This design comes from an exercise in tuning for small area on the open sky130 flow, not from production work.
The RTL was checked by simulation tests, not by an equivalence proof against the original design.
No driver is modelled on the clock port, so clock power and skew are understated where the tree is cut down; a real chip needs a root buffer or a tree.
Power figures rest on the tool's default switching activity, not on a simulated workload.

// DigitalClock
module DigitalClock (
    input   wire        clk,
    input   wire        rst,
    input   wire        key_mode,
    input   wire        key_inc,
    input   wire        key_alarm_off,
    output  wire        beep,
    output  wire [6:0]  seg_out,
    output  wire [5:0]  digit_sel
);
Settings: LEC_CHECK=0, ABC_AREA=1, CAP_MARGIN=20, CORE_MARGIN=2, CORE_UTILIZATION=40, SLEW_MARGIN=20; clock period 10.0 ns.
standard.sh (not shown) runs the stock make flow with config.mk's settings and CLKGATE_MAP_FILE= SYNTH_SCRIPT=/design/flow/synth_recipe.tcl, a recipe that flattens the netlist after the stock synthesis.
==> flow/flow/run.sh <==
#!/bin/bash
# Layout flow: the standard ORFS flow (standard.sh) with these changes:
#  - synthesis maps the combinational logic with an area-oriented ABC script
#    (abc_area.script: deepsyn, then amap) and leaves adders to ABC instead
#    of mapping them to half/full-adder cells; registers are synthesized
#    exactly as in the standard flow;
#  - the clock tree is built by manual_cts.tcl (a root buffer and leaf
#    buffers that each drive a compact group of flip-flops) instead of
#    TritonCTS; the rest of the CTS step (legalization, repair) is unchanged;
#  - the port buffers are the smallest buffer cell.
# Each tool's output is in standard.log and in orfs/logs.
set -uo pipefail
W=$(pwd)
rm -rf "$W/scripts_local"
cp -r "$FLOW_HOME/scripts" "$W/scripts_local"
cp "$W/flow/abc_area.script" "$W/scripts_local/abc_area.script"
cp "$W/flow/manual_cts.tcl" "$W/scripts_local/manual_cts.tcl"
sed -i 's|^log_cmd clock_tree_synthesis {\*}\$cts_args|source $::env(SCRIPTS_DIR)/manual_cts.tcl|' "$W/scripts_local/cts.tcl"
grep -q manual_cts.tcl "$W/scripts_local/cts.tcl" || { echo "cts.tcl patch failed"; exit 1; }
export SCRIPTS_DIR="$W/scripts_local"
export ADDER_MAP_FILE=
export MCTS_MAX_SINKS=10
export MCTS_LEAF_CELL=sky130_fd_sc_hd__clkbuf_4
export MCTS_ROOT_CELL=sky130_fd_sc_hd__clkbuf_8
export BUFFER_PORTS_ARGS="-inputs -outputs -buffer_cell sky130_fd_sc_hd__buf_1"
bash standard.sh > standard.log 2>&1
==> flow/flow/manual_cts.tcl <==
# Manual clock tree: the clock port drives one root buffer, which drives
# leaf buffers; each leaf drives a compact group of at most MCTS_MAX_SINKS
# flip-flop clock pins, formed by recursive median bisection of their
# placement. All buffers are placed at their group's centroid and legalized
# later by the flow's detailed placement.
set mcts_max_sinks [expr {[info exists ::env(MCTS_MAX_SINKS)] ? $::env(MCTS_MAX_SINKS) : 12}]
set mcts_leaf_cell [expr {[info exists ::env(MCTS_LEAF_CELL)] ? $::env(MCTS_LEAF_CELL) : "sky130_fd_sc_hd__clkbuf_8"}]
set mcts_root_cell [expr {[info exists ::env(MCTS_ROOT_CELL)] ? $::env(MCTS_ROOT_CELL) : "sky130_fd_sc_hd__clkbuf_8"}]

set mcts_block [ord::get_db_block]
set mcts_db [ord::get_db]
set mcts_clk_name [get_full_name [lindex [get_property [lindex [all_clocks] 0] sources] 0]]
set mcts_clk_net [[$mcts_block findBTerm $mcts_clk_name] getNet]
set mcts_leaf_master [$mcts_db findMaster $mcts_leaf_cell]
set mcts_root_master [$mcts_db findMaster $mcts_root_cell]

set mcts_sinks {}
foreach it [$mcts_clk_net getITerms] {
  set bb [[$it getInst] getBBox]
  lappend mcts_sinks [list $it [expr {([$bb xMin] + [$bb xMax]) / 2}] [expr {([$bb yMin] + [$bb yMax]) / 2}]]
}

proc mcts_split { sinks maxn } {
  if { [llength $sinks] <= $maxn } { return [list $sinks] }
  set xs [lsort -integer [lmap s $sinks {lindex $s 1}]]
  set ys [lsort -integer [lmap s $sinks {lindex $s 2}]]
  set dx [expr {[lindex $xs end] - [lindex $xs 0]}]
  set dy [expr {[lindex $ys end] - [lindex $ys 0]}]
  set key [expr {$dx >= $dy ? 1 : 2}]
  set sorted [lsort -integer -index $key $sinks]
  # split into two parts whose sizes are multiples of maxn where possible
  set n [llength $sorted]
  set groups [expr {($n + $maxn - 1) / $maxn}]
  set left [expr {(($groups / 2) * $n) / $groups}]
  return [concat [mcts_split [lrange $sorted 0 [expr {$left - 1}]] $maxn] \
                 [mcts_split [lrange $sorted $left end] $maxn]]
}

set mcts_groups [mcts_split $mcts_sinks $mcts_max_sinks]
puts "manual CTS: [llength $mcts_sinks] sinks in [llength $mcts_groups] groups"

set mcts_root_net [odb::dbNet_create $mcts_block "clknet_root"]
$mcts_root_net setSigType CLOCK
set mcts_cx 0
set mcts_cy 0
set i 0
foreach g $mcts_groups {
  set sx 0; set sy 0
  foreach s $g { incr sx [lindex $s 1]; incr sy [lindex $s 2] }
  set cx [expr {$sx / [llength $g]}]
  set cy [expr {$sy / [llength $g]}]
  incr mcts_cx $cx; incr mcts_cy $cy
  set buf [odb::dbInst_create $mcts_block $mcts_leaf_master "clkbuf_leaf_$i"]
  $buf setLocation $cx $cy
  $buf setPlacementStatus PLACED
  set net [odb::dbNet_create $mcts_block "clknet_leaf_$i"]
  $net setSigType CLOCK
  foreach s $g {
    set it [lindex $s 0]
    $it disconnect
    $it connect $net
  }
  [$buf findITerm X] connect $net
  [$buf findITerm A] connect $mcts_root_net
  incr i
}
set root [odb::dbInst_create $mcts_block $mcts_root_master "clkbuf_root"]
$root setLocation [expr {$mcts_cx / $i}] [expr {$mcts_cy / $i}]
$root setPlacementStatus PLACED
[$root findITerm A] connect $mcts_clk_net
[$root findITerm X] connect $mcts_root_net
$mcts_clk_net setSigType CLOCK
set_propagated_clock [all_clocks]
Other scripts of this flow, unchanged in this note and not shown: flow/flow/abc_area.script
Then changed:
--- a/flow/flow/run.sh
+++ b/flow/flow/run.sh
@@ -20,6 +20,6 @@
 export SCRIPTS_DIR="$W/scripts_local"
 export ADDER_MAP_FILE=
-export MCTS_MAX_SINKS=10
-export MCTS_LEAF_CELL=sky130_fd_sc_hd__clkbuf_4
+export MCTS_MAX_SINKS=12
+export MCTS_LEAF_CELL=sky130_fd_sc_hd__clkbuf_8
 export MCTS_ROOT_CELL=sky130_fd_sc_hd__clkbuf_8
 export BUFFER_PORTS_ARGS="-inputs -outputs -buffer_cell sky130_fd_sc_hd__buf_1"
Result: Setup slack hardly moves; total power grows by 2.9%; hold slack is about the same; routed wire length shrinks by 1.2%; die area is unchanged; cell count shrinks by 0.38%; critical path depth stays the same; first-iteration DRC count shrinks by 20%.
In every run of this note, the design's own scripts or RTL, not TritonCTS, make the clock network.

Another version of the RTL of DigitalClock (not shown whole).
For scale: roughly 480 cells after synthesis, about 140 flip-flops, about 19 I/O pins.
Settings: LEC_CHECK=0, ABC_AREA=1, CAP_MARGIN=20, CORE_MARGIN=2, CORE_UTILIZATION=40, SLEW_MARGIN=20; clock period 10.0 ns.
==> flow/flow/run.sh <==
#!/bin/bash
# Layout flow: the standard ORFS flow (standard.sh) with these changes:
#  - synthesis maps the combinational logic with an area-oriented ABC script
#    (abc_area.script: 120 s of deepsyn, then &nf with relaxed delay) and leaves adders to ABC instead
#    of mapping them to half/full-adder cells; registers are synthesized
#    exactly as in the standard flow;
#  - the clock tree is built by manual_cts.tcl (a root buffer and leaf
#    buffers that each drive a compact group of flip-flops) instead of
#    TritonCTS; the rest of the CTS step (legalization, repair) is unchanged;
#  - the port buffers are the smallest buffer cell.
# Each tool's output is in standard.log and in orfs/logs.
set -uo pipefail
W=$(pwd)
rm -rf "$W/scripts_local"
cp -r "$FLOW_HOME/scripts" "$W/scripts_local"
cp "$W/flow/abc_area.script" "$W/scripts_local/abc_area.script"
cp "$W/flow/manual_cts.tcl" "$W/scripts_local/manual_cts.tcl"
sed -i 's|^log_cmd clock_tree_synthesis {\*}\$cts_args|source $::env(SCRIPTS_DIR)/manual_cts.tcl|' "$W/scripts_local/cts.tcl"
grep -q manual_cts.tcl "$W/scripts_local/cts.tcl" || { echo "cts.tcl patch failed"; exit 1; }
export SCRIPTS_DIR="$W/scripts_local"
export ADDER_MAP_FILE=
export MCTS_MAX_SINKS=18
export MCTS_LEAF_CELL=sky130_fd_sc_hd__clkbuf_8
export MCTS_ROOT_CELL=sky130_fd_sc_hd__clkbuf_8
export BUFFER_PORTS_ARGS="-inputs -outputs -buffer_cell sky130_fd_sc_hd__buf_1"
bash standard.sh > standard.log 2>&1
==> flow/flow/abc_area.script <==
strash
&get -n
&deepsyn -T 120
&dch -f
&nf -R 1000
&put
topo
stime -c
Scripts as last shown in full above: flow/flow/manual_cts.tcl
The baseline produced a clean layout.
Then changed:
--- a/flow/flow/run.sh
+++ b/flow/flow/run.sh
@@ -4 +4 @@
-#    (abc_area.script: 120 s of deepsyn, then &nf with relaxed delay) and leaves adders to ABC instead
+#    (abc_area.script: deepsyn, then &nf with relaxed delay) and leaves adders to ABC instead
@@ -22 +22 @@
-export MCTS_MAX_SINKS=18
+export MCTS_MAX_SINKS=16
==> flow/flow/abc_area.script (replaced) <==
strash
&get -n
&deepsyn -T 20
&dch -f
&nf -R 1000
&put
topo
stime -c
After rerunning: Worst setup slack got worse by 54 ps. Wire length grows by about 2%. Maximum frequency decreases by about 1.2%. Core utilization drops by 0.70 points. Register-to-register slack gains 900 ps. Combinational power came out lower by about 4%. Final cell count increases by 3.8%. Via count went up by about 2.4%. Total power rises by about 0.44%. Hold slack loses 4.0 ps.
Then changed:
--- a/flow/flow/run.sh
+++ b/flow/flow/run.sh
@@ -24 +24 @@
-export MCTS_ROOT_CELL=sky130_fd_sc_hd__clkbuf_8
+export MCTS_ROOT_CELL=sky130_fd_sc_hd__clkbuf_4
Setup slack gets better by 20 ps; global-route usage grows by 0.31 points; sequential power drops by about 2%; register-to-register slack got worse by 150 ps; core utilization falls by 0.11 points; combinational power grows by about 3%; synthesized cell count climbs by 0.40%.
No run of this note takes its clock network from TritonCTS; it comes from the design's own scripts or RTL.

[static timing again, ports no longer ideal]
The flow's constraints put no driver on any port. The routed layouts listed below were extracted and timed again, unchanged, in two steps.
Step 1: set_driving_cell puts a clkbuf_16 on clk and a buf_2 on each other input, an assumption about the parent block.
Step 2 also shifts input and output timing later by t, the mid clock arrival at the registers, as if the neighbouring blocks saw the same clock.
Three values: no drivers, after step 1, after step 2; two values: the first two.
run | t, ns | setup WS [ns] | hold WS [ns] | worst register clock-pin slew, ns | pins driven straight from the clock port
the first run of note 1 | 0.460 | 5.215 / 5.184 / 5.643 | 0.360 / 0.360 / 0.360 | 0.12 / 0.12 | 1
the second run of note 1 | 0.441 | 5.213 / 5.182 / 5.623 | 0.358 / 0.358 / 0.358 | 0.08 / 0.08 | 1
the first run of note 2 | 0.408 | 5.376 / 5.344 / 5.753 | 0.360 / 0.360 / 0.360 | 0.11 / 0.11 | 1
the second run of note 2 | 0.417 | 5.322 / 5.287 / 5.704 | 0.356 / 0.356 / 0.356 | 0.10 / 0.10 | 1
the third run of note 2 | 0.523 | 5.341 / 5.310 / 5.833 | 0.359 / 0.359 / 0.359 | 0.10 / 0.10 | 1
After both steps every run listed still meets setup and hold.
